Context: an optimization exercise on an open-source flow, tuned for small area. The choices shown serve that exercise and are no tape-out recipe.
Function was checked by simulation only, so behaviour that the tests miss may differ from the original.
Power and IR drop assume default switching activity.

**config.mk**
```make
export PLATFORM = sky130hd
export DESIGN_NAME = riscv_cpu
export DESIGN_NICKNAME = riscv_cpu
export VERILOG_FILES = /design/flow/design.v
export SDC_FILE = /design/flow/constraint.sdc
export NUM_CORES = 4
export LEC_CHECK = 0
export CAP_MARGIN = 20
export CORE_MARGIN = 2
export CORE_UTILIZATION = 40
export SETUP_SLACK_MARGIN = 0.3
export SLEW_MARGIN = 20
export SYNTH_HIERARCHICAL = 1
```
**constraint.sdc**
```tcl
create_clock -name core_clock -period 13.0 [get_ports {clk}]
set_input_delay 2.6000 -clock core_clock [delete_from_list [all_inputs] [get_ports {clk}]]
set_output_delay 2.6000 -clock core_clock [all_outputs]
set_load 0.01 [all_outputs]
```
**design.v**
```verilog
module rf_aoi3 (input [2:0] s, input [2:0] d, output y_n);
assign y_n = ~|(s & d);
endmodule
module rf_nand2 (input s, input d, output y_n);
assign y_n = ~(s & d);
endmodule
module rf_or11 (input [10:0] a_n, output y);
assign y = ~&a_n;
endmodule
module rf_mux (input [31:1] sel, input [31*32-1:0] d, output [31:0] y);
genvar b, g;
generate
    for (b = 0; b < 32; b = b + 1) begin : bt
        wire [10:0] p_n;
        for (g = 0; g < 10; g = g + 1) begin : grp
            rf_aoi3 a (sel[3*g+1 +: 3],
                       {d[(3*g+2)*32 + b], d[(3*g+1)*32 + b], d[(3*g)*32 + b]},
                       p_n[g]);
        end
        rf_nand2 a31 (sel[31], d[30*32 + b], p_n[10]);
        rf_or11 o (p_n, y[b]);
    end
endgenerate
endmodule
module reg_file (
    input         clk,
    input         wr_en,
    input  [4:0]  rd_addr1, rd_addr2, wr_addr,
    input  [31:0] wr_data,
    output [31:0] rd_data1, rd_data2
);
wire [31:0] sel1 = 32'd1 << rd_addr1;
wire [31:0] sel2 = 32'd1 << rd_addr2;
wire [31:0] wsel = 32'd1 << wr_addr;
wire [31*32-1:0] regs;    
genvar i;
generate
    for (i = 1; i < 32; i = i + 1) begin : r
        reg [31:0] q;
        always @(posedge clk)
            if (wr_en & wsel[i]) q <= wr_data;
        assign regs[(i-1)*32 +: 32] = q;
    end
endgenerate
rf_mux m1 (sel1[31:1], regs, rd_data1);
rf_mux m2 (sel2[31:1], regs, rd_data2);
endmodule
module riscv_cpu (
    input clk, reset,
    output [31:0] PC,
    input  [31:0] Instr,
    output MemWrite,
    output [31:0] Mem_WrAddr, Mem_WrData,
    input  [31:0] ReadData,
    output [31:0] Result
);
wire [6:0] op     = Instr[6:0];
wire [2:0] funct3 = Instr[14:12];
wire is_load   = (op == 7'b0000011);
wire is_store  = (op == 7'b0100011);
wire is_op     = (op == 7'b0110011);
wire is_opimm  = (op == 7'b0010011);
wire is_branch = (op == 7'b1100011);
wire is_jalr   = (op == 7'b1100111);
wire is_jal    = (op == 7'b1101111);
wire is_auipc  = (op == 7'b0010111);
wire is_lui    = (op == 7'b0110111);
wire ld_ok = (funct3 == 3'b000) | (funct3 == 3'b001) | (funct3 == 3'b010) |
             (funct3 == 3'b100) | (funct3 == 3'b101);
wire st_ok = (funct3 == 3'b000) | (funct3 == 3'b001) | (funct3 == 3'b010);
wire is_alu   = is_op | is_opimm;
wire is_jump  = is_jal | is_jalr;
wire RegWrite = is_alu | is_jump | is_lui | is_auipc | (is_load & ld_ok);
assign MemWrite = is_store & st_ok;
wire [31:0] rs1, rs2;
reg_file rf (clk, RegWrite, Instr[19:15], Instr[24:20], Instr[11:7], Result, rs1, rs2);
wire [31:0] imm_is = {{21{Instr[31]}}, Instr[30:25],
                      is_store ? Instr[11:7] : Instr[24:20]};
wire [31:0] srcb = (is_op | is_branch) ? rs2 : imm_is;
wire sub = is_branch | (is_alu & (funct3[1] | (is_op & Instr[30] & ~funct3[2] & ~funct3[0])));
wire [32:0] s33 = {1'b0, rs1} + {1'b0, srcb ^ {32{sub}}} + {32'b0, sub};
wire [31:0] sum = s33[31:0];
wire        ltu = ~s33[32];
wire        lt  = (rs1[31] ^ srcb[31]) ? rs1[31] : s33[31];
wire [31:0] x   = rs1 ^ srcb;
wire        eq  = ~|x;
function [31:0] rev (input [31:0] v);
    integer j;
    for (j = 0; j < 32; j = j + 1) rev[j] = v[31-j];
endfunction
wire        sleft = ~funct3[2];
wire [31:0] sin   = sleft ? rev(rs1) : rs1;
wire [63:0] sx    = {{32{Instr[30] & rs1[31]}}, sin} >> srcb[4:0];
wire [31:0] sr    = sx[31:0];
reg [31:0] alu_out;
always @(*) begin
    case (funct3)
        3'b000:  alu_out = sum;
        3'b001:  alu_out = rev(sr);
        3'b010:  alu_out = {31'b0, lt};
        3'b011:  alu_out = {31'b0, ltu};
        3'b100:  alu_out = x;
        3'b101:  alu_out = sr;
        3'b110:  alu_out = rs1 | srcb;
        default: alu_out = rs1 & srcb;
    endcase
end
assign Mem_WrAddr = sum;
wire cmp   = funct3[2] ? (funct3[1] ? ltu : lt) : eq;
wire taken = cmp ^ funct3[0];
wire [31:0] pc4 = PC + 32'd4;
wire [31:0] uimm = {Instr[31:12], 12'b0};
wire [31:0] bimm = {{20{Instr[31]}}, Instr[7], Instr[30:25], Instr[11:8], 1'b0};
wire [31:0] jimm = {{12{Instr[31]}}, Instr[19:12], Instr[20], Instr[30:21], 1'b0};
wire [31:0] pcimm_b = is_branch ? bimm : (is_jal ? jimm : uimm);
wire [31:0] pcimm = PC + pcimm_b;
wire [31:0] pc_next = is_jalr ? sum :
                      (is_jal | (is_branch & taken)) ? pcimm : pc4;
reg [31:0] pc_q;
always @(posedge clk or posedge reset)
    if (reset) pc_q <= 32'b0;
    else       pc_q <= pc_next;
assign PC = pc_q;
wire        ld_sign = ~funct3[2] & (funct3[0] ? ReadData[15] : ReadData[7]);
wire [31:0] ldata = {funct3[1] ? ReadData[31:16] : {16{ld_sign}},
                     (funct3[1] | funct3[0]) ? ReadData[15:8] : {8{ld_sign}},
                     ReadData[7:0]};
assign Mem_WrData = {funct3[1] ? rs2[31:16] : {16{funct3[0] & rs2[15]}},
                     (funct3[1] | funct3[0]) ? rs2[15:8] : 8'b0,
                     rs2[7:0]};
assign Result = ({32{is_alu}}   & alu_out) |
                ({32{is_load}}  & ldata)   |
                ({32{is_jump}}  & pc4)     |
                ({32{is_lui}}   & uimm)    |
                ({32{is_auipc}} & pcimm);
endmodule
```
**run.sh**
```bash
#!/bin/bash
# synth_recipe.tcl (not shown) runs the flow's synth.tcl, then flattens the netlist and writes it again
# the make line also repeats each setting of config.mk as NAME=value (left out here)
make -C /OpenROAD-flow-scripts/flow DESIGN_CONFIG=/design/flow/config.mk WORK_HOME=/design/flow/orfs CLKGATE_MAP_FILE= SYNTH_SCRIPT=/design/flow/synth_recipe.tcl finish
```
==> results of run 1 <==
==> area by class of cell <==
type                            count  area share (%)
Sequential cell                  1024           49.84
Multi-Input combinational cell   2564           32.76
Timing Repair Buffer              555           7.781
Clock buffer                      124           4.432
Tap cell                         1650           3.363
Clock inverter                     71           1.237
Inverter                           91          0.5606
Antenna cell                        8         0.03262
==> per-module statistics from Yosys, one instance, submodules excluded, excerpt <==
module | area, µm² | cells inside | flip-flops and latches
rf_or11 | 23.77 | 4 | 0
rf_aoi3 | 10.01 | 1 | 0
reg_file | 30440 | 1130 | 992
riscv_cpu | 11990 | 1709 | 32
rf_nand2 | 3.754 | 1 | 0
==> cells in the mapped netlist (all sizes together), types with 8 or more instances <==
| cell type | instances | area share (%) |
|---|---|---|
| a211o | 11 | 0.19 |
| a211oi | 19 | 0.30 |
| a21boi | 10 | 0.15 |
| a21o | 49 | 0.73 |
| a21oi | 142 | 1.4 |
| a221oi | 14 | 0.24 |
| a222oi | 660 | 13 |
| a22o | 13 | 0.23 |
| a31oi | 25 | 0.31 |
| and2 | 10 | 0.12 |
| and3 | 20 | 0.25 |
| buf | 27 | 0.29 |
| clkbuf | 95 | 0.70 |
| dfrtp | 32 | 1.6 |
| edfxtp | 992 | 59 |
| ha | 127 | 3.1 |
| inv | 89 | 0.67 |
| mux2 | 14 | 0.31 |
| mux2i | 109 | 2.2 |
| nand2 | 271 | 2.0 |
| nand2b | 29 | 0.36 |
| nand3 | 138 | 1.4 |
| nand4 | 144 | 1.8 |
| nor2 | 188 | 1.4 |
| nor2b | 24 | 0.30 |
| nor3 | 22 | 0.22 |
| nor4 | 14 | 0.17 |
| o211ai | 30 | 0.45 |
| o21a | 12 | 0.18 |
| o21ai | 122 | 1.2 |
| o21bai | 8 | 0.12 |
| o221ai | 10 | 0.17 |
| o311ai | 12 | 0.21 |
| or3 | 76 | 0.95 |
| xnor2 | 87 | 1.5 |
| xor2 | 29 | 0.50 |
==> path summary, 6_finish.rpt <==
path,depth (start not counted),endpoint,start
hold reg to reg,2,pc_q[0]$_DFFE_PP0P_,pc_q[0]$_DFFE_PP0P_
setup reg to reg,25,pc_q[19]$_DFF_PP0_,rf.r[4].q[0]$_DFFE_PP_
hold / removal,2,pc_q[0]$_DFFE_PP0P_,pc_q[0]$_DFFE_PP0P_
max in group asynchronous,3,pc_q[0]$_DFFE_PP0P_,reset
setup / recovery,19,Result[4],Instr[19]
min in group asynchronous,3,pc_q[11]$_DFF_PP0_,reset
==> cells by family after synthesis <==
logic type,count (synthesis),synth area share [%]
AO/OA/AOI/OAI,1211,20.25
XOR/XNOR,116,2.008
adder cells (fa/ha/maj),129,3.220
buffers and inverters,213,1.674
flip-flops,1024,60.46
multiplexers,130,2.804
AND/OR/NAND/NOR,976,9.583
==> sequential cells by signal (all words and copies together), names as in the netlist <==
register  cells
rf.r.q      992
pc_q         32
==> report_power, final <==
group | leakage [nW] | switching, mW | internal [mW] | total, mW
Sequential | 9.83 | 0.105 | 3.65 | 3.75
Clock | 1.71 | 1.32 | 1.76 | 3.08
Combinational | 9.94 | 1.30 | 0.781 | 2.08
==> what timing repair did <==
item	CTS	global route
setup endpoints to repair	3	5
endpoints found under the hold margin	0	0
resized for setup	9	27
buffers inserted	3	5
gates cloned	0	2
pin swaps	2	9
==> metrics by stage <==
stage,instances,hold slack (ns),utilization [%],setup slack (ns)
floorplan,3799,0.5269,-,0.6992
finish,6087,0.5112,48.88,0.3434
CTS,6072,0.5068,48.79,0.3167
global placement,5874,0.4908,46.00,-0.1437
detailed placement,5874,0.4943,46.00,-0.05596
global route,6079,0.5493,48.87,0.3361
==> layer usage <==
metal  up-vias  share of wire (%)
met5         -              0.096
met2      3931                 42
met4        30                7.5
met3       702                 14
met1     21920                 36
li1      17830                  -
==> layout by cell type (no fill, tap or decap), drive strengths merged, types with 127 or more instances in the layout <==
cell type,count
a21oi,142
a222oi,660
buf,364
clkbuf,129
clkdlybuf4s50,181
edfxtp,992
ha,127
nand2,271
nand3,138
nand4,144
nor2,190
==> critical path, cell delays in order <==
cell,delay (ns)
dlymetal6s2s_1,0.63
nand3b_1,0.51
nor2_4,1.04
a222oi_1,0.34
nand4_1,0.57
or3_1,0.60
nand2_1,0.18
a2111oi_0,0.69
buf_4,0.27
a31oi_1,0.05
o31ai_1,0.21
mux2i_1,0.25
o211a_1,0.32
a221oi_1,0.39
buf_4,0.19
a221oi_1,0.05
o21ai_2,0.36
buf_12,0.18
clkdlybuf4s50_1,0.57
==> key figures, run 1 <==
Outcome
  • Status: no timing/DRC/antenna violations

Synthesis
  • Library cells used by synthesis: 87
  • Most used DFF post-synth: edfxtp_1
  • Post-synth EDFFs: just under 1,000
  • Register area share after synthesis: between 60 and 70%
  • Netlist Area Pre-Place: roughly 51,000 µm²
  • Syn Nets: 3,994
  • Synthesis-stage register bit count: around 1,000
  • Ys Warns: 8
  • Syn_area_per_cell: 13.32 µm²
  • Async SR Flop Fraction: around 3.1%
  • Syn Inst Count: between 3,000 and 4,000

Clock tree
  • Clock Path Buffers: 3
  • CTS buffer count: ~110
  • Hold-fix buffers, CTS: 0
  • Clk sinks: roughly 1,000
  • Worst-path clk slew: roughly 0.06 ns
  • Worst skew pair latency: 0.75 ns
  • CTS H-tree lvls: 3
  • CTS root buffer: clkbuf_16
  • TritonCTS clock tree: built

Critical path
  • Crit path arrival time: 10.06 ns
  • Worst Setup End Kind: primary output
  • R2r setup slk: about 6.3 ns
  • Setup CP Type: in2out
  • Worst-path fanout max: 25
  • CP Launch Type: primary input
  • Required time of the critical path: about 10 ns

Power
  • Leakage: 21.47 nW
  • Pwr/cell area: approximately 150 nW/µm²
  • Max IR drop VDD: between 100 and 150 µV
  • Design Power: 8.908 mW

Final layout
  • Layout fillers: about 11,000
  • Area growth, synth to finish: 21.32%
  • Fin area: slightly above 60,000 µm²
  • Multi-input gate area: approximately 20,000 µm²
  • Share of cells above drive strength 1: 15.92%
  • Final nets: 4,536
  • Storage cell area: 30,590 µm²

GRT
  • Largest net degree at the start of global routing: 45
  • All-Layer GR Usage: between 30% and 40%
  • Met3 usage: about a tenth
  • M2 GR Usage: 52.73%
  • Total grt overflow: 0
  • Initial antenna violation count: 31
  • Gr busiest metal: met2
  • First-pass GRT wire length: ~330 mm
  • Vias in the first global route: 41,190
  • Met1 Use GR: a little under half

Timing
  • Tmin final: about 13 ns
  • Slew HR: 20.75%
  • Clk_skew: a little under 0.05 ns
  • Worst Tran Pin Value: around 1.2 ns
  • Max Clk Rate: roughly 0.08 GHz
  • Period utilization: 97.36%
  • Pins Over Slew Limit: 0
  • Final setup TNS: 0 ns
  • Final setup vio count: 0
  • Final Hold Viols: 0
  • RSZ-0062 raised after global routing: false

Run
  • Total of max-cap violations: 0

Routing
  • Post-route ant nets: 0
  • Routed WL per cell: 39.77 µm
  • Via density per instance: about 7.3
  • DRT Pass-1 Iters: 13
  • Total Wirelength: approximately 240 mm
  • Routed vias: approximately 44,000
  • Iter 0 DRT Violations: 11,330
  • DR DRC count: 0

Placed design
  • PortBufs: a little under 200
  • Post-DP HPWL: roughly 170 mm
  • Routability Congestion: 1.066
  • Placed inst area: 57,760 µm²

Die
  • Die ar.: ~130,000 µm²
  • Starting Density: ~40%
  • Row count: 130
  • Die Width: ~360 µm
  • Core box area: roughly 130,000 µm²
  • Die H: 359.6 µm
  • Ports: roughly 200

Min path
  • Hold Crit Class: reg2reg
==> run 2, diff against run 1 <==
--- a/design.v
+++ b/design.v
@@ -22,6 +22,9 @@
     end
 endgenerate
 endmodule
+module rf_hold (input q, wd, we, we_n, output d);
+assign d = (q & we_n) | (wd & we);
+endmodule
 module reg_file (
     input         clk,
     input         wr_en,
@@ -33,12 +36,18 @@
 wire [31:0] sel2 = 32'd1 << rd_addr2;
 wire [31:0] wsel = 32'd1 << wr_addr;
 wire [31*32-1:0] regs;    
-genvar i;
+wire [31:0] we   = {32{wr_en}} & wsel;
+wire [31:0] we_n = ~we;
+genvar i, b;
 generate
     for (i = 1; i < 32; i = i + 1) begin : r
-        reg [31:0] q;
+        reg  [31:0] q;
+        wire [31:0] d;
+        for (b = 0; b < 32; b = b + 1) begin : h
+            rf_hold hb (q[b], wr_data[b], we[i], we_n[i], d[b]);
+        end
         always @(posedge clk)
-            if (wr_en & wsel[i]) q <= wr_data;
+            q <= d;
         assign regs[(i-1)*32 +: 32] = q;
     end
 endgenerate
@@ -77,7 +86,8 @@
 wire [31:0] imm_is = {{21{Instr[31]}}, Instr[30:25],
                       is_store ? Instr[11:7] : Instr[24:20]};
 wire [31:0] srcb = (is_op | is_branch) ? rs2 : imm_is;
-wire sub = is_branch | (is_alu & (funct3[1] | (is_op & Instr[30] & ~funct3[2] & ~funct3[0])));
+wire sub = is_branch | (is_alu & ~funct3[2] & funct3[1]) |
+           (is_op & Instr[30] & ~funct3[2] & ~funct3[1] & ~funct3[0]);
 wire [32:0] s33 = {1'b0, rs1} + {1'b0, srcb ^ {32{sub}}} + {32'b0, sub};
 wire [31:0] sum = s33[31:0];
 wire        ltu = ~s33[32];
@@ -92,19 +102,6 @@
 wire [31:0] sin   = sleft ? rev(rs1) : rs1;
 wire [63:0] sx    = {{32{Instr[30] & rs1[31]}}, sin} >> srcb[4:0];
 wire [31:0] sr    = sx[31:0];
-reg [31:0] alu_out;
-always @(*) begin
-    case (funct3)
-        3'b000:  alu_out = sum;
-        3'b001:  alu_out = rev(sr);
-        3'b010:  alu_out = {31'b0, lt};
-        3'b011:  alu_out = {31'b0, ltu};
-        3'b100:  alu_out = x;
-        3'b101:  alu_out = sr;
-        3'b110:  alu_out = rs1 | srcb;
-        default: alu_out = rs1 & srcb;
-    endcase
-end
 assign Mem_WrAddr = sum;
 wire cmp   = funct3[2] ? (funct3[1] ? ltu : lt) : eq;
 wire taken = cmp ^ funct3[0];
@@ -128,7 +125,17 @@
 assign Mem_WrData = {funct3[1] ? rs2[31:16] : {16{funct3[0] & rs2[15]}},
                      (funct3[1] | funct3[0]) ? rs2[15:8] : 8'b0,
                      rs2[7:0]};
-assign Result = ({32{is_alu}}   & alu_out) |
+wire f000 = funct3 == 3'b000, f001 = funct3 == 3'b001, f010 = funct3 == 3'b010,
+     f011 = funct3 == 3'b011, f100 = funct3 == 3'b100, f101 = funct3 == 3'b101,
+     f110 = funct3 == 3'b110, f111 = funct3 == 3'b111;
+assign Result = ({32{is_alu & f000}} & sum)      |
+                ({32{is_alu & f001}} & rev(sr))  |
+                ({32{is_alu & f010}} & {31'b0, lt})  |
+                ({32{is_alu & f011}} & {31'b0, ltu}) |
+                ({32{is_alu & f100}} & x)        |
+                ({32{is_alu & f101}} & sr)       |
+                ({32{is_alu & f110}} & (rs1 | srcb)) |
+                ({32{is_alu & f111}} & (rs1 & srcb)) |
                 ({32{is_load}}  & ldata)   |
                 ({32{is_jump}}  & pc4)     |
                 ({32{is_lui}}   & uimm)    |
==> flow/run.sh (new file) <==
#!/bin/bash
# Own layout flow: the standard flow (standard.sh), with these changes:
#  - port buffers use buf_2 instead of the resizer's default pick,
#  - clock tree synthesis with clkbuf_8 only and without dummy loads.
# Each tool's full output goes to the ORFS logs under orfs/logs/, and
# standard.sh's own output to standard.log in this folder.
set -euo pipefail
cat >> config.mk <<'EOC'
export BUFFER_PORTS_ARGS = -buffer_cell sky130_fd_sc_hd__buf_2
export CTS_ARGS = -sink_clustering_enable -repair_clock_nets -buf_list sky130_fd_sc_hd__clkbuf_8 -dont_use_dummy_load -sink_clustering_size 12 -sink_clustering_max_diameter 50
EOC
bash standard.sh > standard.log 2>&1
==> standard.sh (new file) <==
#!/bin/bash
# synth_recipe.tcl (not shown) runs the flow's synth.tcl, then flattens the netlist and writes it again
# the make line also repeats each setting of config.mk as NAME=value (left out here)
make -C /OpenROAD-flow-scripts/flow DESIGN_CONFIG=/design/flow/config.mk WORK_HOME=/design/flow/orfs CLKGATE_MAP_FILE= SYNTH_SCRIPT=/design/flow/synth_recipe.tcl "${@:-finish}"
--- a/config.mk
+++ b/config.mk
@@ -11,3 +11,5 @@
 export SETUP_SLACK_MARGIN = 0.3
 export SLEW_MARGIN = 20
 export SYNTH_HIERARCHICAL = 1
+export BUFFER_PORTS_ARGS = -buffer_cell sky130_fd_sc_hd__buf_2
+export CTS_ARGS = -sink_clustering_enable -repair_clock_nets -buf_list sky130_fd_sc_hd__clkbuf_8 -dont_use_dummy_load -sink_clustering_size 12 -sink_clustering_max_diameter 50
removed: run.sh
==> run 2 against run 1 <==
Synthesized cell count increased by 26%. First-iteration DRC count increased by 13%. Critical endpoint is now Result[13]. Synthesized area decreased by 2.3%. Clock power decreased by 37%. Hold slack about the same. Combinational power decreased by 48%. Cell count increased by 12%. Final area decreased by 8.5%. Still clean. Sequential power decreased by 12%. Worst setup slack improved by 0.083 ns.
==> key figures, run 2 <==
Final layout
  • Final core utilization: 45.98% (-2.9 points)
  • Most frequent cells in the layout: 1,002 x a22o_1, 992 x dfxtp_1, 645 x a222oi_1, 268 x nand2_1, 216 x buf_4
  • Largest registers: rf.r.q (992), pc_q (32)
  • Layout fillers: 11,620 (+5.3%)
  • Final nets: 5,379 (+19%)
  • Share of cells above drive strength 1: 14.18% (-1.7 points)
  • Fin area: 56,190 µm² (-8.5%)
  • Most flops, register: rf.r.q
  • Most common cell after layout, fill and taps aside: a22o_1
  • Largest register FFs: 992 (unchanged)
  • Multi-input gate area: 28,770 µm² (+43%)
  • Area growth, synth to finish: 13.64%
  • Storage cell area: 20,660 µm² (-32%)

Clock tree
  • Worst-path clk slew: 0.05 ns (about the same)
  • Clk sinks: 1,024 (unchanged)
  • Worst skew pair latency: 0.92 ns (+0.17 ns)
  • CTS H-tree lvls: 3 (unchanged)
  • CTS root buffer: clkbuf_8
  • CTS buffer count: 115 (+9.5%)
  • TritonCTS clock tree: built
  • Clock Path Buffers: 3 (unchanged)

Synthesis
  • Syn Nets: 4,963 (+24%)
  • Syn Inst Count: 4,769 (+26%)
  • Ys Warns: 8 (unchanged)
  • Netlist Area Pre-Place: 49,440 µm² (-2.3%)
  • Mux cell area share after synthesis: 2.865% (+0.060 points)
  • Adder-Cell Fraction of Synth Area: 3.270% (+0.050 points)
  • Most frequent cells after synthesis: 1,002 x a22o_1, 992 x dfxtp_1, 645 x a222oi_1
  • Syn_area_per_cell: 10.37 µm² (-22%)
  • Async SR Flop Fraction: 3.125% (unchanged)
  • Library cells used by synthesis: 91 (+4.6%)
  • Count leader, synth: a22o_1
  • Most used DFF post-synth: dfxtp_1
  • Top cell type's share of synthesized area: 40.17% (-19 points)
  • Compound-Gate Fraction of Synth Area: 38.07% (+18 points)
  • Synth Area in XOR/XNOR: 2.055% (+0.047 points)
  • Largest area contributor in the netlist: dfxtp_1
  • Post-Synth Simple-Gate Area: 10.17% (+0.58 points)
  • Post-synth EDFFs: 0 (-100%)
  • Register area share after synthesis: 41.79% (-19 points)
  • Ranking of synthesized cells by area: dfxtp_1 40%, a22o_1 18%, a222oi_1 13%, ha_1 3.2%, nand2_1 2.1%
  • Largest family of logic cells by synthesized area: compound AO/OA/AOI/OAI gates
  • Synthesis-stage register bit count: 1,024 (unchanged)

Routing
  • Routed vias: 53,000 (+19%)
  • DRT Pass-1 Iters: 14 (+1)
  • DR DRC count: 0 (unchanged)
  • Iter 0 DRT Violations: 12,790 (+13%)
  • Routed WL per cell: 40.32 µm (+1.4%)
  • Total Wirelength: 275.0 mm (+14%)
  • Via density per instance: 7.770 (+6.5%)
  • Post-route ant nets: 0 (unchanged)

Min path
  • WHS Endpoint: rf.r[23].q[2]$_DFF_P_
  • HP Start: rf.r[23].q[2]$_DFF_P_
  • Hold Crit Class: reg2reg
  • Hold-critical path depth: 1 (-1)

Critical path
  • Crit path arrival time: 9.97 ns (-0.09 ns)
  • Reg2Reg Depth: 19 (-24%)
  • R2r endpoint: rf.r[14].q[15]$_DFF_P_
  • R2r setup slk: 6.28 ns (-0.04 ns)
  • Worst Setup End Kind: primary output
  • Reg2Reg Launch Point: rf.r[19].q[2]$_DFF_P_
  • CP Launch Type: primary input
  • Setup CP Type: in2out
  • Required time of the critical path: 10.40 ns (about the same)
  • Worst-path fanout max: 32 (+28%)

Timing
  • Max Clk Rate: 0.07953 GHz (+0.66%)
  • Clk_skew: 0.1362 ns (+0.08775 ns)
  • Pins Over Slew Limit: 0 (unchanged)
  • Period utilization: 96.72% (-0.64 points)
  • Min Hold Slack: 0.5111 ns (-0.0001540 ns)
  • Tmin final: 12.57 ns (-0.08310 ns)
  • Final setup TNS: 0 ns (unchanged)
  • RSZ-0062 raised after global routing: false
  • Slew HR: 14.52% (-6.2 points)
  • Worst Tran Pin Value: 1.279 ns (+0.09325 ns)
  • Final Hold Viols: 0 (unchanged)
  • Final setup vio count: 0 (unchanged)
  • Setup ws final: 0.4265 ns (+0.08310 ns)

Placed design
  • Post-DP HPWL: 185.9 mm (+9.8%)
  • PortBufs: 194 (unchanged)
  • Setup WS pre-CTS: 0.6127 ns (+0.6687 ns)
  • Placed inst area: 54,470 µm² (-5.7%)
  • Routability Congestion: 1.092 (+2.4%)

Die
  • Ports: 195 (unchanged)
  • Core box area: 122,200 µm² (-2.7%)
  • Row count: 128 (-1.5%)
  • Die H: 355.6 µm (-1.1%)
  • Die ar.: 126,400 µm² (-2.2%)
  • Starting Density: 40.46% (+0.17 points)
  • Die Width: 355.6 µm (-1.1%)

Outcome
  • Status: no timing/DRC/antenna violations

Power
  • Leakage: 21.21 nW (-1.2%)
  • Max IR drop VDD: 115.6 µV (+9.0%)
  • Pwr/cell area: 112.3 nW/µm² (-23%)

GRT
  • Total grt overflow: 0 (unchanged)
  • Vias in the first global route: 48,400 (+17%)
  • Largest net degree at the start of global routing: 58 (+29%)
  • All-Layer GR Usage: 41.36% (+5.4 points)
  • Initial antenna violation count: 15 (-52%)
  • First-pass GRT wire length: 379.1 mm (+15%)

Run
  • Total of max-cap violations: 0 (unchanged)
run 2: cell count changes in the layout (fill, tap and decap cells not counted), sizes merged, moves of 37 or more:
cell / before / now
dfxtp: 0 / 992
clkdlybuf4s50: 181 / 0
mux2i: 109 / 66
o21ai: 122 / 85
edfxtp: 992 / 0
buf: 364 / 416
a22o: 13 / 1002
clkinv: 54 / 1
run 2: timing repair:
item	CTS	global route
resized for setup	0	1
buffers inserted	0	0
endpoints found under the setup margin	0	1
hold buffers	0	0
run 2: cell type report:
cell class                      count  share of cell area (%)
Sequential cell                  1024                   36.77
Timing Repair Buffer              416                   4.855
Clock buffer                      115                   2.817
Multi-Input combinational cell   3527                   51.20
Antenna cell                       13                 0.05790
Inverter                          101                  0.6792
Tap cell                         1625                   3.619
run 2: cell families (layout without fill, tap and decap cells):
logic type | count (synthesis) | in the layout
AOI/OAI and AO/OA | 2184 | 2184
xor gates and xnor gates | 116 | 116
adders and majority gates | 128 | 128
buffers and inverters | 218 | 632
DFF | 1024 | 1024
muxes | 101 | 101
other | 0 | 13
and+or+nand+nor | 998 | 998
run 2: worst max-delay path by stage:
stage / from / end / slack [ns] / depth (start not counted)
floorplan: Instr[21] / Result[10] / 0.97 / 16
global placement: Instr[20] / Result[13] / 0.62 / 22
detailed placement: Instr[20] / Result[20] / 0.61 / 24
CTS: Instr[20] / Result[20] / 0.59 / 24
global route: Instr[23] / Result[13] / 0.44 / 23
finish: Instr[23] / Result[13] / 0.43 / 23
run 2: per-layer routing:
layer	track usage, %	share of wire [%]
met2	59.60	41
met4	31.55	8.9
met3	12.34	14
met1	51.72	36
met5	0	0.027
run 2: stage by stage:
step	cells	total power, mW
after floorplan	4769	3.932
after global placement	6688	4.402
after detailed placement	6689	4.394
after CTS	6804	6.255
after global routing	6810	6.472
final	6821	6.309
run 2: Yosys stat by module (local to each module, per instance), a selection:
module     copies in the design  flip-flops and latches
rf_nand2                     64                       0
rf_aoi3                     640                       0
riscv_cpu                     1                      32
reg_file                      1                     992
rf_hold                     992                       0
rf_or11                      64                       0
run 2: where the power goes:
part           internal (mW)  switching [mW]
sequential              3.19          0.0979
combinational          0.346           0.741
clock                  0.776            1.15
run 2: worst max-delay path: stages:
cell and delay, ns:
buf_2 0.25, buf_4 0.29, nand3b_1 0.49, nor2_4 0.33
a222oi_1 0.53, nand4_1 0.38, or3_1 0.52, o41a_1 0.42
o221a_2 0.46, inv_1 0.16, xnor2_1 0.08, ha_1 0.40
a21oi_1 0.24, nor2_1 0.11, or3_1 0.34, a21oi_1 0.15
buf_4 0.16, o21ai_1 0.11, a211o_1 0.30, a21oi_1 0.17
xnor2_1 0.28, a221o_2 0.87, buf_2 0.27
==> run 3, diff against run 2 <==
--- a/flow/run.sh
+++ b/flow/run.sh
@@ -7,6 +7,6 @@
 set -euo pipefail
 cat >> config.mk <<'EOC'
 export BUFFER_PORTS_ARGS = -buffer_cell sky130_fd_sc_hd__buf_2
-export CTS_ARGS = -sink_clustering_enable -repair_clock_nets -buf_list sky130_fd_sc_hd__clkbuf_8 -dont_use_dummy_load -sink_clustering_size 12 -sink_clustering_max_diameter 50
+export CTS_ARGS = -sink_clustering_enable -repair_clock_nets -buf_list sky130_fd_sc_hd__clkbuf_8 -dont_use_dummy_load -sink_clustering_size 16 -sink_clustering_max_diameter 60
 EOC
 bash standard.sh > standard.log 2>&1
==> config.mk (replaced) <==
export PLATFORM = sky130hd
export DESIGN_NAME = riscv_cpu
export DESIGN_NICKNAME = riscv_cpu
export VERILOG_FILES = /design/flow/design.v
export SDC_FILE = /design/flow/constraint.sdc
export NUM_CORES = 4
export LEC_CHECK = 0
export CAP_MARGIN = 10
export CORE_MARGIN = 2
export CORE_UTILIZATION = 40
export SETUP_SLACK_MARGIN = 0.3
export SLEW_MARGIN = 10
export SYNTH_HIERARCHICAL = 1
export BUFFER_PORTS_ARGS = -buffer_cell sky130_fd_sc_hd__buf_2
export CTS_ARGS = -sink_clustering_enable -repair_clock_nets -buf_list sky130_fd_sc_hd__clkbuf_8 -dont_use_dummy_load -sink_clustering_size 16 -sink_clustering_max_diameter 60
==> run 3 against run 2 <==
First-iteration DRC count up 0.74%. Final area is 0.76% lower. Power decreased by 3.2%. Clock skew is 0.035 ns lower. Largest cell class unchanged. Hold slack improved by 0.0034 ns. Cell count decreased by 0.44%.
==> key figures, run 3 <==
Outcome
  • Status: no timing/DRC/antenna violations

Placed design
  • Post-DP HPWL: 185.6 mm (-0.15%)
  • PortBufs: 194 (unchanged)
  • Routability Congestion: 1.092 (unchanged)

Critical path
  • Setup CP Type: in2out
  • Reg2Reg Depth: 19 (unchanged)
  • Crit-path max cell delay: 0.95 ns (+0.08 ns)
  • R2r endpoint: rf.r[3].q[15]$_DFF_P_
  • Crit path from: Instr[20]
  • R2r setup slk: 6.43 ns (+0.15 ns)
  • CP Depth: 22 (-4.3%)
  • CP Launch Type: primary input
  • Worst-path fanout max: 32 (unchanged)
  • Worst setup path endpoint: Result[20]
  • Reg2Reg Launch Point: rf.r[19].q[2]$_DFF_P_
  • Worst Setup End Kind: primary output
  • Crit path arrival time: 9.92 ns (-0.05 ns)
  • Worst Path Buf+Inv: 4 (-1)
  • CP max stage cell: nor2_2
  • Cell repeated most along the worst path: a21oi_1
  • CP cell instances: buf_2 -> nand2b_1 -> nor2_2 -> buf_4 -> a222oi_1 -> nand3_1 -> or3_1 -> a21oi_1 -> xnor2_1 -> ha_1 -> and4_1 -> nand4_1 -> or3b_2 -> nand2_1 -> a21oi_1 -> o21ai_0 -> a21oi_1 -> xnor2_1 -> a221oi_1 -> o211ai_1 -> buf_4 -> buf_2
  • Required time of the critical path: 10.40 ns (about the same)
  • Crit-path leading delay family: simple AND/OR/NAND/NOR gates

Routing
  • Met3 WL: 38.81 mm (+0.20%)
  • Routed WL per cell: 40.34 µm (about the same)
  • WL met2: 111.6 mm (-0.73%)
  • Max Used Layer: met5
  • Post-route ant nets: 0 (unchanged)
  • Met1 Routed Length: 98.65 mm (-0.52%)
  • Via density per instance: 7.720 (-0.64%)
  • Iter 0 DRT Violations: 12,890 (+0.74%)
  • DRT Pass-1 Iters: 14 (unchanged)
  • DR DRC count: 0 (unchanged)
  • Routed vias: 52,430 (-1.1%)
  • Total Wirelength: 274.0 mm (-0.38%)

Die
  • Die ar.: 126,400 µm² (unchanged)
  • Die Width: 355.6 µm (unchanged)
  • Row count: 128 (unchanged)
  • Starting Density: 40.46% (unchanged)
  • Die H: 355.6 µm (unchanged)
  • Ports: 195 (unchanged)
  • Core box area: 122,200 µm² (unchanged)

GRT
  • First-pass GRT wire length: 378.5 mm (-0.17%)
  • All-Layer GR Usage: 41.23% (-0.12 points)
  • Initial antenna violation count: 23 (+8)
  • Total grt overflow: 0 (unchanged)
  • Largest net degree at the start of global routing: 58 (unchanged)
  • Vias in the first global route: 48,360 (-0.079%)

Clock tree
  • Worst skew pair latency: 0.83 ns (-0.09 ns)
  • CTS H-tree lvls: 3 (unchanged)
  • Clock Path Buffers: 3 (unchanged)
  • TritonCTS clock tree: built
  • CTS root buffer: clkbuf_8
  • Clk sinks: 1,024 (unchanged)
  • CTS buffer count: 93 (-19%)
  • Hold-fix buffers, CTS: 0 (unchanged)
  • Number of post-CTS setup repair buffers: 0 (unchanged)
  • Worst-path clk slew: 0.07 ns (+0.02 ns)

Min path
  • Hold Crit Class: reg2reg

Synthesis
  • Ranking of synthesized cells by area: dfxtp_1 40%, a22o_1 18%, a222oi_1 13%, ha_1 3.2%, nand2_1 2.1%
  • Library cells used by synthesis: 91 (unchanged)
  • Ys Warns: 8 (unchanged)
  • Async SR Flop Fraction: 3.125% (unchanged)
  • Largest area contributor in the netlist: dfxtp_1
  • Post-synth EDFFs: 0 (unchanged)
  • Syn Nets: 4,963 (unchanged)
  • Register area share after synthesis: 41.79% (unchanged)
  • Most used DFF post-synth: dfxtp_1
  • Netlist Area Pre-Place: 49,440 µm² (unchanged)
  • Count leader, synth: a22o_1
  • Top cell type's share of synthesized area: 40.17% (unchanged)
  • Most frequent cells after synthesis: 1,002 x a22o_1, 992 x dfxtp_1, 645 x a222oi_1
  • Syn Inst Count: 4,769 (unchanged)
  • Synthesis-stage register bit count: 1,024 (unchanged)
  • Syn_area_per_cell: 10.37 µm² (unchanged)

Final layout
  • Most common cell after layout, fill and taps aside: a22o_1
  • Layout fillers: 11,700 (+0.73%)
  • Area growth, synth to finish: 12.78%
  • Most frequent cells in the layout: 1,002 x a22o_1, 992 x dfxtp_1, 645 x a222oi_1, 268 x nand2_1, 216 x buf_4
  • Share of cells above drive strength 1: 13.73% (-0.45 points)
  • Most flops, register: rf.r.q
  • Final nets: 5,352 (-0.50%)
  • Largest registers: rf.r.q (992), pc_q (32)
  • Largest register FFs: 992 (unchanged)

Timing
  • Clk_skew: 0.1015 ns (-0.03471 ns)
  • Final Hold Viols: 0 (unchanged)
  • RSZ-0062 raised after global routing: false
  • Period utilization: 96.31% (-0.41 points)
  • Final setup vio count: 0 (unchanged)
  • Final setup TNS: 0 ns (unchanged)
  • Max Clk Rate: 0.07987 GHz (+0.43%)
  • Pins Over Slew Limit: 0 (unchanged)
  • Slew HR: 12.49% (-2.0 points)
  • Worst Tran Pin Value: 1.310 ns (+0.03033 ns)
  • Tmin final: 12.52 ns (-0.05370 ns)

Power
  • Pwr/cell area: 109.5 nW/µm² (-2.5%)
  • Design Power: 6.106 mW (-3.2%)
  • Leakage: 21.00 nW (-0.99%)
  • Max IR drop VDD: 109.8 µV (-5.0%)

Run
  • Total of max-cap violations: 0 (unchanged)
run 3: per-module statistics from Yosys, one instance, submodules excluded, excerpt:
| module | area [µm²] | copies in the design | flops+latches | cells inside |
|---|---|---|---|---|
| reg_file | 20770 | 1 | 992 | 1180 |
| rf_aoi3 | 10.01 | 640 | 0 | 1 |
| rf_hold | 8.758 | 992 | 0 | 1 |
| rf_nand2 | 3.754 | 64 | 0 | 1 |
| rf_or11 | 23.77 | 64 | 0 | 4 |
| riscv_cpu | 11820 | 1 | 32 | 1637 |
run 3: final cells by class:
| type | instances | area (µm²) | share of cell area, % |
|---|---|---|---|
| Sequential cell | 1024 | 20660 | 37.05 |
| Multi-Input combinational cell | 3527 | 28770 | 51.59 |
| Timing Repair Buffer | 411 | 2613 | 4.685 |
| Inverter | 101 | 381.6 | 0.6844 |
| Tap cell | 1625 | 2033 | 3.646 |
| Antenna cell | 10 | 25.02 | 0.04488 |
| Clock buffer | 93 | 1280 | 2.295 |
run 3: where the power goes:
part	leakage [nW]	total (mW)	switching [mW]	internal, mW
sequential	8.36	3.29	0.0969	3.19
clock	0.669	1.73	1.10	0.635
combinational	12.0	1.08	0.736	0.346
run 3: cells by family (layout without fill, tap and decap cells):
logic type,count (synthesis),after routing,synth area share (%)
buffers and inverters,218,605,1.789
AND/OR/NAND/NOR,998,998,10.17
multiplexers,101,101,2.865
flip-flops,1024,1024,41.79
other,0,10,0
adder cells (fa/ha/maj),128,128,3.270
XOR/XNOR,116,116,2.055
AO/OA/AOI/OAI,2184,2184,38.07
run 3: layer usage:
metal	up-vias	GRT usage (%)
met4	10	30.32
met5	-	0
met2	4635	59.91
met3	959	12.31
met1	25500	51.59
li1	21320	-
run 3: how the worst min path moves through the flow:
stage / from / end / slack, ns / cells past startpoint
after floorplan: rf.r[10].q[0]$_DFF_P_ / rf.r[10].q[0]$_DFF_P_ / 0.48 / 1
after global placement: rf.r[13].q[16]$_DFF_P_ / rf.r[13].q[16]$_DFF_P_ / 0.49 / 1
after detailed placement: rf.r[19].q[27]$_DFF_P_ / rf.r[19].q[27]$_DFF_P_ / 0.49 / 1
after CTS: rf.r[7].q[1]$_DFF_P_ / rf.r[7].q[1]$_DFF_P_ / 0.51 / 1
after global routing: rf.r[23].q[14]$_DFF_P_ / rf.r[23].q[14]$_DFF_P_ / 0.52 / 1
final: rf.r[23].q[24]$_DFF_P_ / rf.r[23].q[24]$_DFF_P_ / 0.51 / 1
run 3: metrics by stage:
step	cell area [µm²]	utilization, %	instances	hold WS (ns)	setup WS [ns]
final	55760	45.63	6791	0.5145	0.4802
after global routing	55740	45.62	6784	0.5217	0.3910
after CTS	55730	45.61	6781	0.5103	0.5801
after detailed placement	54450	44.56	6688	0.4928	0.6029
after global placement	54450	44.56	6688	0.4859	0.6231
after floorplan	49440	-	4769	0.4754	0.9740
run 3: repair_timing:
action,in CTS,in global routing
endpoints found under the setup margin,0,2
endpoints found under the hold margin,0,0
resized for setup,0,1
==> run 4, diff against run 3 <==
--- a/design.v
+++ b/design.v
@@ -6,6 +6,26 @@
 endmodule
 module rf_or11 (input [10:0] a_n, output y);
 assign y = ~&a_n;
+endmodule
+module rf_or12 (input [11:0] a_n, output y);
+assign y = ~&a_n;
+endmodule
+module rf_mux_pc (input [31:1] sel, input sel_pc, input [31:0] pc,
+                  input [31*32-1:0] d, output [31:0] y);
+genvar b, g;
+generate
+    for (b = 0; b < 32; b = b + 1) begin : bt
+        wire [11:0] p_n;
+        for (g = 0; g < 10; g = g + 1) begin : grp
+            rf_aoi3 a (sel[3*g+1 +: 3],
+                       {d[(3*g+2)*32 + b], d[(3*g+1)*32 + b], d[(3*g)*32 + b]},
+                       p_n[g]);
+        end
+        rf_nand2 a31 (sel[31], d[30*32 + b], p_n[10]);
+        rf_nand2 apc (sel_pc, pc[b], p_n[11]);
+        rf_or12 o (p_n, y[b]);
+    end
+endgenerate
 endmodule
 module rf_mux (input [31:1] sel, input [31*32-1:0] d, output [31:0] y);
 genvar b, g;
@@ -29,10 +49,12 @@
     input         clk,
     input         wr_en,
     input  [4:0]  rd_addr1, rd_addr2, wr_addr,
+    input         sel_pc,      
+    input  [31:0] pc,
     input  [31:0] wr_data,
     output [31:0] rd_data1, rd_data2
 );
-wire [31:0] sel1 = 32'd1 << rd_addr1;
+wire [31:0] sel1 = (32'd1 << rd_addr1) & {32{~sel_pc}};
 wire [31:0] sel2 = 32'd1 << rd_addr2;
 wire [31:0] wsel = 32'd1 << wr_addr;
 wire [31*32-1:0] regs;    
@@ -51,7 +73,7 @@
         assign regs[(i-1)*32 +: 32] = q;
     end
 endgenerate
-rf_mux m1 (sel1[31:1], regs, rd_data1);
+rf_mux_pc m1 (sel1[31:1], sel_pc, pc, regs, rd_data1);
 rf_mux m2 (sel2[31:1], regs, rd_data2);
 endmodule
 module riscv_cpu (
@@ -82,10 +104,15 @@
 wire RegWrite = is_alu | is_jump | is_lui | is_auipc | (is_load & ld_ok);
 assign MemWrite = is_store & st_ok;
 wire [31:0] rs1, rs2;
-reg_file rf (clk, RegWrite, Instr[19:15], Instr[24:20], Instr[11:7], Result, rs1, rs2);
-wire [31:0] imm_is = {{21{Instr[31]}}, Instr[30:25],
-                      is_store ? Instr[11:7] : Instr[24:20]};
-wire [31:0] srcb = (is_op | is_branch) ? rs2 : imm_is;
+wire sel_pc = is_jal | is_auipc;
+reg_file rf (clk, RegWrite, Instr[19:15], Instr[24:20], Instr[11:7], sel_pc, PC,
+             Result, rs1, rs2);
+wire [31:0] imm_i = {{21{Instr[31]}}, Instr[30:25], Instr[24:20]};
+wire [31:0] imm_s = {{21{Instr[31]}}, Instr[30:25], Instr[11:7]};
+wire [31:0] imm_j = {{12{Instr[31]}}, Instr[19:12], Instr[20], Instr[30:21], 1'b0};
+wire [31:0] imm_u = {Instr[31:12], 12'b0};
+wire [31:0] imm_alu = is_store ? imm_s : is_jal ? imm_j : is_auipc ? imm_u : imm_i;
+wire [31:0] srcb = (is_op | is_branch) ? rs2 : imm_alu;
 wire sub = is_branch | (is_alu & ~funct3[2] & funct3[1]) |
            (is_op & Instr[30] & ~funct3[2] & ~funct3[1] & ~funct3[0]);
 wire [32:0] s33 = {1'b0, rs1} + {1'b0, srcb ^ {32{sub}}} + {32'b0, sub};
@@ -105,14 +132,42 @@
 assign Mem_WrAddr = sum;
 wire cmp   = funct3[2] ? (funct3[1] ? ltu : lt) : eq;
 wire taken = cmp ^ funct3[0];
-wire [31:0] pc4 = PC + 32'd4;
+wire [31:0] pc4;
+wire [32:2] pc_c;
+assign pc_c[2] = 1'b1;
+assign pc4[1:0] = PC[1:0];
+genvar gi;
+generate
+    for (gi = 2; gi < 32; gi = gi + 1) begin : inc
+        assign pc4[gi]    = PC[gi] ^ pc_c[gi];
+        assign pc_c[gi+1] = PC[gi] & pc_c[gi];
+    end
+endgenerate
 wire [31:0] uimm = {Instr[31:12], 12'b0};
 wire [31:0] bimm = {{20{Instr[31]}}, Instr[7], Instr[30:25], Instr[11:8], 1'b0};
-wire [31:0] jimm = {{12{Instr[31]}}, Instr[19:12], Instr[20], Instr[30:21], 1'b0};
-wire [31:0] pcimm_b = is_branch ? bimm : (is_jal ? jimm : uimm);
-wire [31:0] pcimm = PC + pcimm_b;
-wire [31:0] pc_next = is_jalr ? sum :
-                      (is_jal | (is_branch & taken)) ? pcimm : pc4;
+wire [31:0] btarget;
+wire [13:0] bt_c;
+assign bt_c[0] = 1'b0;
+generate
+    for (gi = 0; gi < 13; gi = gi + 1) begin : bta
+        assign btarget[gi] = PC[gi] ^ bimm[gi] ^ bt_c[gi];
+        assign bt_c[gi+1]  = (PC[gi] & bimm[gi]) | (bt_c[gi] & (PC[gi] ^ bimm[gi]));
+    end
+endgenerate
+wire [32:13] bt_ones, bt_zeros;    
+assign bt_ones[13] = 1'b1;
+assign bt_zeros[13] = 1'b1;
+wire bt_up = bt_c[13] & ~bimm[12];
+wire bt_dn = ~bt_c[13] & bimm[12];
+generate
+    for (gi = 13; gi < 32; gi = gi + 1) begin : bth
+        assign bt_ones[gi+1]  = bt_ones[gi] & PC[gi];
+        assign bt_zeros[gi+1] = bt_zeros[gi] & ~PC[gi];
+        assign btarget[gi] = PC[gi] ^ ((bt_up & bt_ones[gi]) | (bt_dn & bt_zeros[gi]));
+    end
+endgenerate
+wire [31:0] pc_next = (is_jalr | is_jal) ? sum :
+                      (is_branch & taken) ? btarget : pc4;
 reg [31:0] pc_q;
 always @(posedge clk or posedge reset)
     if (reset) pc_q <= 32'b0;
@@ -128,7 +183,7 @@
 wire f000 = funct3 == 3'b000, f001 = funct3 == 3'b001, f010 = funct3 == 3'b010,
      f011 = funct3 == 3'b011, f100 = funct3 == 3'b100, f101 = funct3 == 3'b101,
      f110 = funct3 == 3'b110, f111 = funct3 == 3'b111;
-assign Result = ({32{is_alu & f000}} & sum)      |
+assign Result = ({32{(is_alu & f000) | is_auipc}} & sum) |
                 ({32{is_alu & f001}} & rev(sr))  |
                 ({32{is_alu & f010}} & {31'b0, lt})  |
                 ({32{is_alu & f011}} & {31'b0, ltu}) |
@@ -138,6 +193,5 @@
                 ({32{is_alu & f111}} & (rs1 & srcb)) |
                 ({32{is_load}}  & ldata)   |
                 ({32{is_jump}}  & pc4)     |
-                ({32{is_lui}}   & uimm)    |
-                ({32{is_auipc}} & pcimm);
+                ({32{is_lui}}   & uimm);
 endmodule
==> run 4 against run 3 <==
Sequential share of layout area is essentially flat. Routed wire length grew 6.4%. Via count grew 1.2%. Global-route usage grew 3.3 points. Cell count grew 0.18%. Clock skew grew 0.036 ns. Hold slack lost 0.0033 ns. Synthesized cell count shrank 3.0%. First-iteration DRC count grew 9.4%. Highest routed layer unchanged.
==> key figures, run 4 <==
Die
  • Die H: 352.0 µm (-1.0%)
  • Core box area: 120,000 µm² (-1.8%)
  • Row count: 127 (-0.78%)
  • Ports: 195 (unchanged)
  • Starting Density: 40.37% (-0.093 points)
  • Die ar.: 123,900 µm² (-2.0%)
  • Die Width: 352.0 µm (-1.0%)

Routing
  • Iter 0 DRT Violations: 14,100 (+9.4%)
  • DRT Pass-1 Iters: 13 (-1)
  • Total Wirelength: 291.6 mm (+6.4%)
  • Routed vias: 53,030 (+1.2%)
  • Post-route ant nets: 0 (unchanged)
  • Via density per instance: 7.796 (+0.98%)
  • DR DRC count: 0 (unchanged)
  • Routed WL per cell: 42.86 µm (+6.2%)

Placed design
  • Routability Congestion: 1.113 (+2.0%)
  • PortBufs: 194 (unchanged)
  • Placed inst area: 54,400 µm² (about the same)
  • Post-DP HPWL: 207.1 mm (+12%)

Final layout
  • Largest register FFs: 992 (unchanged)
  • Most flops, register: rf.r.q
  • Most common cell after layout, fill and taps aside: a22o_1
  • Fin area: 55,830 µm² (+0.12%)
  • Final core utilization: 46.53% (+0.90 points)
  • Area growth, synth to finish: 15.28%
  • Largest registers: rf.r.q (992), pc_q (32)
  • Most frequent cells in the layout: 1,001 x a22o_1, 992 x dfxtp_1, 643 x a222oi_1, 351 x buf_4, 291 x nand2_1
  • Share of cells above drive strength 1: 16.28% (+2.5 points)
  • Final nets: 5,361 (+0.17%)

Timing
  • Final Hold Viols: 0 (unchanged)
  • Final setup TNS: 0 ns (unchanged)
  • Final setup vio count: 0 (unchanged)
  • Tmin final: 12.77 ns (+0.2518 ns)
  • Slew HR: 5.947% (-6.5 points)
  • Period utilization: 98.24% (+1.9 points)
  • Max Clk Rate: 0.07830 GHz (-2.0%)
  • Worst Tran Pin Value: 1.411 ns (+0.1013 ns)
  • Pins Over Slew Limit: 0 (unchanged)
  • Clk_skew: 0.1378 ns (+0.03636 ns)
  • RSZ-0062 raised after global routing: false

GRT
  • First-pass GRT wire length: 397.3 mm (+5.0%)
  • Vias in the first global route: 47,960 (-0.83%)
  • Met1 Use GR: 53.64% (+2.0 points)
  • All-Layer GR Usage: 44.58% (+3.3 points)
  • Total grt overflow: 0 (unchanged)
  • Met3 usage: 17.52% (+5.2 points)
  • Gr busiest metal: met2
  • M2 GR Usage: 62.00% (+2.1 points)
  • Largest net degree at the start of global routing: 59 (+1.7%)
  • Initial antenna violation count: 53 (+130%)

Outcome
  • Status: no timing/DRC/antenna violations

Min path
  • Hold Crit Class: reg2reg
  • HP Start: rf.r[14].q[30]$_DFF_P_

Power
  • Switching portion of total power: 29.50% (-2.1 points)
  • P_sw: 1.686 mW (-13%)
  • Max IR drop VDD: 75.93 µV (-31%)
  • Design Power: 5.716 mW (-6.4%)
  • Internal Pwr Total: 4.029 mW (-3.5%)
  • Gate power share: 11.9% (-5.8 points)
  • Reg power frac: 57.6% (+3.7 points)
  • Pwr/cell area: 102.4 nW/µm² (-6.5%)
  • Clock share of power: 30.5% (+2.1 points)
  • Leakage: 21.47 nW (+2.2%)

Synthesis
  • Ys Warns: 8 (unchanged)
  • Library cells used by synthesis: 89 (-2.2%)
  • Ranking of synthesized cells by area: dfxtp_1 41%, a22o_1 18%, a222oi_1 13%, ha_1 3.3%, nand2_1 2.3%
  • Count leader, synth: a22o_1
  • Top cell type's share of synthesized area: 41.01% (+0.84 points)
  • Largest area contributor in the netlist: dfxtp_1
  • Netlist Area Pre-Place: 48,430 µm² (-2.0%)
  • Most frequent cells after synthesis: 1,001 x a22o_1, 992 x dfxtp_1, 643 x a222oi_1
  • Syn Inst Count: 4,624 (-3.0%)
  • Post-synth EDFFs: 0 (unchanged)
  • Register area share after synthesis: 42.66% (+0.87 points)
  • Synthesis-stage register bit count: 1,024 (unchanged)
  • Async SR Flop Fraction: 3.125% (unchanged)
  • Most used DFF post-synth: dfxtp_1
  • Syn Nets: 4,828 (-2.7%)
  • Syn_area_per_cell: 10.47 µm² (+1.0%)

Clock tree
  • Clk sinks: 1,024 (unchanged)
  • CTS H-tree lvls: 3 (unchanged)
  • Clock Path Buffers: 3 (unchanged)
  • CTS buffer count: 93 (unchanged)
  • Number of post-CTS setup repair buffers: 0 (unchanged)
  • Worst-path clk slew: 0.06 ns (about the same)
  • TritonCTS clock tree: built
  • CTS root buffer: clkbuf_8
  • Worst skew pair latency: 0.86 ns (+0.03 ns)

Critical path
  • Reg2Reg Depth: 24 (+5)
  • Worst setup path endpoint: Result[0]
  • CP Launch Type: primary input
  • Crit path arrival time: 10.17 ns (+0.25 ns)
  • CP max stage cell: a222oi_1
  • R2r endpoint: pc_q[31]$_DFF_PP0_
  • Reg2Reg Launch Point: pc_q[1]$_DFFE_PP0P_
  • Cell repeated most along the worst path: buf_4
  • R2r setup slk: 4.24 ns (-2.19 ns)
  • Required time of the critical path: 10.40 ns (about the same)
  • Crit path from: Instr[23]
  • Worst-path fanout max: 15 (-53%)
  • Setup CP Type: in2out
  • Crit-path max cell delay: 0.86 ns (-0.09 ns)
  • Worst Setup End Kind: primary output

Run
  • Total of max-cap violations: 0 (unchanged)
[run 4: cell types whose count changed after synthesis, sizes merged, moves of 15 or more]
cell and change:
a21o -17, a21oi -44, mux2 +19, mux2i +30, mux4 -20, nand3 -50
nand4 +16, nor2b -24, o211ai -15, o21ai +38, xnor2 -23
[run 4: worst min-delay path by stage]
stage,endpoint,slack (ns),depth (start not counted)
after detailed placement,rf.r[8].q[29]$_DFF_P_,0.49,1
after global placement,rf.r[1].q[28]$_DFF_P_,0.49,1
after CTS,rf.r[3].q[15]$_DFF_P_,0.51,1
final,rf.r[14].q[30]$_DFF_P_,0.51,1
after floorplan,rf.r[10].q[0]$_DFF_P_,0.48,1
after global routing,rf.r[31].q[8]$_DFF_P_,0.52,1
[run 4: final cells by class]
class | instances | area (µm²)
fill | 11370 | 64140
multi-input combinational | 3392 | 27670
sequential | 1024 | 20660
timing repair buffer | 553 | 3761
tap | 1612 | 2017
clock buffer | 93 | 1280
inverter | 93 | 349.1
antenna | 36 | 90.09
[run 4: repair_timing]
item | CTS | global route
pin swaps | 0 | 3
endpoints found under the setup margin | 4 | 13
hold buffers | 0 | 0
gates resized for setup | 1 | 10
[run 4: worst max-delay path: cells and delay by family]
family                     cells  cell delay (ns)
adders and majority gates      1             0.41
xor gates and xnor gates       1             0.27
and+or+nand+nor                9             2.84
buffers and inverters          7             1.43
AOI/OAI and AO/OA              8             2.59
[run 4: kinds of logic after synthesis]
kind of cell | after synthesis | share of synthesized area, %
flip-flops | 1024 | 42.66
adder cells (fa/ha/maj) | 138 | 3.751
XOR/XNOR | 81 | 1.465
AND/OR/NAND/NOR | 940 | 9.742
AO/OA/AOI/OAI | 2103 | 37.63
buffers and inverters | 208 | 1.749
multiplexers | 130 | 3.007
[run 4: power by group through the flow]
| stage | registers, mW | clock network (mW) | logic [mW] |
|---|---|---|---|
| detailed placement | 3.36 | 0 | 0.627 |
| floorplan | 3.31 | 0 | 0.310 |
| CTS | 3.28 | 1.74 | 0.629 |
| global route | 3.29 | 1.85 | 0.694 |
| global placement | 3.35 | 0 | 0.626 |
| finish | 3.29 | 1.74 | 0.681 |
[run 4: modules after synthesis (local to each module, per instance), a selection]
module / times used / flops+latches / cell area, µm²
rf_hold: 992 / 0 / 8.758
rf_aoi3: 640 / 0 / 10.01
rf_or12: 32 / 0 / 25.02
riscv_cpu: 1 / 32 / 10630
rf_nand2: 96 / 0 / 3.754
rf_or11: 32 / 0 / 23.77
reg_file: 1 / 992 / 20790
[run 4: metrics by stage]
step / hold slack, ns / std cells / setup slack [ns]
floorplan: 0.4754 / 4624 / 0.7294
global placement: 0.4858 / 6673 / 0.1830
detailed placement: 0.4941 / 6673 / 0.1964
CTS: 0.5113 / 6766 / 0.3498
global route: 0.5246 / 6771 / 0.3272
finish: 0.5112 / 6803 / 0.2284
[run 4: per-layer routing]
metal	vias to the layer above	routed length [µm]	share of wire (%)
li1	21040	-	-
met1	25770	102200	35
met2	4974	114800	39
met3	1213	43520	15
met4	32	30620	11
met5	-	374	0.13
==> run 5, diff against run 4 <==
--- a/config.mk
+++ b/config.mk
@@ -8,6 +8,7 @@
 export CAP_MARGIN = 10
 export CORE_MARGIN = 2
 export CORE_UTILIZATION = 40
+export PLACE_DENSITY = 0.7
 export SETUP_SLACK_MARGIN = 0.3
 export SLEW_MARGIN = 10
 export SYNTH_HIERARCHICAL = 1
==> run 5 against run 4 <==
Largest power group unchanged. Clock skew increased by 0.038 ns. Die area stayed put. Critical path depth unchanged. Largest cell class unchanged. Highest routed layer unchanged. Via count increased by 0.30%.
==> key figures, run 5 <==
Synthesis
  • Count leader, synth: a22o_1
  • Top cell type's share of synthesized area: 41.01% (unchanged)
  • Most used DFF post-synth: dfxtp_1
  • Async SR Flop Fraction: 3.125% (unchanged)
  • Syn_area_per_cell: 10.47 µm² (unchanged)
  • Synthesis-stage register bit count: 1,024 (unchanged)
  • Ranking of synthesized cells by area: dfxtp_1 41%, a22o_1 18%, a222oi_1 13%, ha_1 3.3%, nand2_1 2.3%
  • Most frequent cells after synthesis: 1,001 x a22o_1, 992 x dfxtp_1, 643 x a222oi_1
  • Library cells used by synthesis: 89 (unchanged)
  • Register area share after synthesis: 42.66% (unchanged)
  • Netlist Area Pre-Place: 48,430 µm² (unchanged)
  • Syn Inst Count: 4,624 (unchanged)
  • Ys Warns: 8 (unchanged)
  • Largest area contributor in the netlist: dfxtp_1
  • Syn Nets: 4,828 (unchanged)
  • Post-synth EDFFs: 0 (unchanged)

Die
  • Die Width: 352.0 µm (unchanged)
  • Row count: 127 (unchanged)
  • Die H: 352.0 µm (unchanged)
  • Core box area: 120,000 µm² (unchanged)
  • Die ar.: 123,900 µm² (unchanged)
  • Ports: 195 (unchanged)
  • Starting Density: 40.37% (unchanged)

Routing
  • Total Wirelength: 290.1 mm (-0.49%)
  • Iter 0 DRT Violations: 14,020 (-0.54%)
  • Routed vias: 53,190 (+0.30%)
  • Post-route ant nets: 0 (unchanged)
  • DR DRC count: 0 (unchanged)
  • DRT Pass-1 Iters: 12 (-1)
  • Routed WL per cell: 42.54 µm (-0.74%)
  • Via density per instance: 7.799 (about the same)

Critical path
  • Worst-path fanout max: 16 (+1)
  • Crit path arrival time: 10.30 ns (+0.13 ns)
  • CP max stage cell: nand4_1
  • Setup CP Type: in2out
  • R2r setup slk: 4.27 ns (+0.03 ns)
  • Cell repeated most along the worst path: buf_4
  • Required time of the critical path: 10.40 ns (about the same)
  • Worst Setup End Kind: primary output
  • Reg2Reg Launch Point: pc_q[1]$_DFFE_PP0P_
  • Crit-path max cell delay: 0.77 ns (-0.09 ns)
  • CP Launch Type: primary input
  • R2r endpoint: pc_q[31]$_DFF_PP0_
  • Reg2Reg Depth: 24 (unchanged)

Clock tree
  • CTS buffer count: 93 (unchanged)
  • Clk sinks: 1,024 (unchanged)
  • CTS H-tree lvls: 3 (unchanged)
  • Worst skew pair latency: 0.88 ns (+0.02 ns)
  • Clock Path Buffers: 3 (unchanged)
  • Worst-path clk slew: 0.06 ns (about the same)
  • TritonCTS clock tree: built
  • Hold-fix buffers, CTS: 0 (unchanged)
  • CTS root buffer: clkbuf_8

GRT
  • Initial antenna violation count: 62 (+17%)
  • Largest net degree at the start of global routing: 60 (+1.7%)
  • First-pass GRT wire length: 395.5 mm (-0.43%)
  • Total grt overflow: 0 (unchanged)
  • Vias in the first global route: 47,720 (-0.49%)
  • All-Layer GR Usage: 44.49% (-0.089 points)

Timing
  • Worst Tran Pin Value: 1.329 ns (-0.08204 ns)
  • Period utilization: 99.21% (+0.97 points)
  • Clk_skew: 0.1754 ns (+0.03758 ns)
  • Slew HR: 11.21% (+5.3 points)
  • Pins Over Slew Limit: 0 (unchanged)
  • Final Hold Viols: 0 (unchanged)
  • Max Clk Rate: 0.07753 GHz (-0.98%)
  • Final setup vio count: 0 (unchanged)
  • RSZ-0062 raised after global routing: false
  • Tmin final: 12.90 ns (+0.1263 ns)

Final layout
  • Largest registers: rf.r.q (992), pc_q (32)
  • Largest register FFs: 992 (unchanged)
  • Share of cells above drive strength 1: 16.31% (+0.035 points)
  • Final nets: 5,356 (-0.093%)
  • Area growth, synth to finish: 15.35% (about the same)
  • Most frequent cells in the layout: 1,001 x a22o_1, 992 x dfxtp_1, 643 x a222oi_1, 346 x buf_4, 290 x nand2_1
  • Cell Count, Final, Fillers Out: 6,820 (+0.25%)
  • Most common cell after layout, fill and taps aside: a22o_1
  • Most flops, register: rf.r.q
  • Layout fillers: 11,460 (+0.79%)
  • Final core utilization: 46.57% (about the same)

Placed design
  • PortBufs: 194 (unchanged)
  • Post-DP HPWL: 205.5 mm (-0.77%)
  • Routability Congestion: 1.108 (-0.47%)
  • Placed insts: 6,665 (-0.12%)

Min path
  • Hold Crit Class: reg2reg
  • WHS Endpoint: rf.r[14].q[30]$_DFF_P_
  • HP Start: rf.r[14].q[30]$_DFF_P_
  • Hold-critical path depth: 1 (unchanged)

Power
  • Max IR drop VDD: 91.61 µV (+21%)
  • Pwr/cell area: 102.6 nW/µm² (+0.26%)
  • Leakage: 21.45 nW (about the same)

Run
  • Total of max-cap violations: 0 (unchanged)

Outcome
  • Status: no timing/DRC/antenna violations
==> run 5: per-module statistics from Yosys (local to each module, per instance), excerpt <==
| module | cell area (µm²) | cells | flops+latches |
|---|---|---|---|
| reg_file | 20790 | 1180 | 992 |
| riscv_cpu | 10630 | 1460 | 32 |
| rf_or12 | 25.02 | 4 | 0 |
| rf_or11 | 23.77 | 4 | 0 |
| rf_aoi3 | 10.01 | 1 | 0 |
| rf_hold | 8.758 | 1 | 0 |
| rf_nand2 | 3.754 | 1 | 0 |
==> run 5: logic make-up (layout without fill, tap and decap cells) <==
group,after synthesis,in the layout,share of synthesized area (%)
AND/OR/NAND/NOR,940,940,9.742
buffers and inverters,208,734,1.749
AO/OA/AOI/OAI,2103,2103,37.63
multiplexers,130,130,3.007
XOR/XNOR,81,81,1.465
other,0,58,0
flip-flops,1024,1024,42.66
adder cells (fa/ha/maj),138,138,3.751
==> run 5: worst max path at each step <==
stage | end | from
6_report | Result[25] | Instr[5]
5_1_grt | Result[29] | Instr[20]
4_1_cts | Result[25] | Instr[21]
3_5_place_dp | Result[25] | Instr[20]
3_3_place_gp | Result[25] | Instr[20]
2_1_floorplan | Result[30] | Instr[5]
==> run 5: worst max-delay path: cells and delay by family <==
family | cells | cell delay [ns]
adder cells (fa/ha/maj) | 1 | 0.33
XOR/XNOR | 1 | 0.45
AND/OR/NAND/NOR | 8 | 3.06
AO/OA/AOI/OAI | 7 | 2.19
buffers and inverters | 9 | 1.63
==> run 5: per-layer routing <==
layer / vias to the layer above / GRT usage [%] / wire (µm)
met5: - / 2.538 / 274
met2: 5112 / 61.53 / 113500
met1: 25770 / 53.31 / 100500
met4: 48 / 37.62 / 31550
li1: 21050 / - / -
met3: 1217 / 17.78 / 44310
==> run 5: cell type report <==
cell class	count	area [µm²]	share of cell area [%]
well taps	1612	2017	3.610
repair buffers	548	3729	6.674
clock buffers	93	1280	2.291
flip-flops and latches	1024	20660	36.98
inverters	93	349.1	0.6249
diodes	58	145.1	0.2598
multi-input cells	3392	27690	49.56
==> run 5: power breakdown <==
group	internal, mW	switching, mW
clock network	0.634	1.10
registers	3.17	0.126
logic	0.223	0.477
total	4.03	1.70
==> run 5: through the flow <==
step	hold slack (ns)	cell area, µm²	TNS (ns)	setup WS [ns]	power [mW]
finish	0.5129	55860	0	0.1021	5.734
global route	0.5166	55790	0	0.3210	5.832
CTS	0.5074	55650	0	0.3458	5.660
detailed placement	0.4932	54310	-0.5338	-0.3559	4.017
global placement	0.4859	54310	-0.8531	-0.4988	4.016
floorplan	0.4754	48430	0	0.7294	3.621
==> run 5: what timing repair did <==
| action | 4_1_cts | 5_1_grt |
|---|---|---|
| pin swaps | 5 | 10 |
| buffers inserted | 2 | 2 |
| setup endpoints to repair | 13 | 14 |
| resized for setup | 8 | 11 |

[re-timing with driven ports]
The results above use ideal ports. As a check the final layouts listed here were re-extracted and re-timed, cells and wires unchanged. Step 1: set_driving_cell puts a clkbuf_16 on clk and a buf_2 on each other input, an assumption about the parent block. Step 2 also shifts input and output timing later by t, the mid clock arrival at the registers, as if the neighbouring blocks saw the same clock. a / b / c = ideal ports / drivers / drivers and shift; a / b = the first two.
run	shift t [ns]	slack for setup (ns)	slew at the worst register clock pin (ns)	worst slew at a driven data input, ns	pins driven straight from the clock port
run 1	0.799	0.343 / 0.315 / 0.315	0.07 / 0.07	0.09	1
run 2	0.913	0.426 / 0.399 / 0.399	0.09 / 0.09	0.10	1
run 3	0.858	0.480 / 0.458 / 0.458	0.11 / 0.11	0.14	1
run 4	0.856	0.228 / 0.165 / 0.165	0.11 / 0.11	0.06	1
run 5	0.871	0.102 / 0.076 / 0.076	0.11 / 0.11	0.09	1
After both steps setup and hold are still met in every run listed. The setup slack of run 4, which loses most, moves by -0.063 ns with the drivers and by -0.063 ns with both steps.
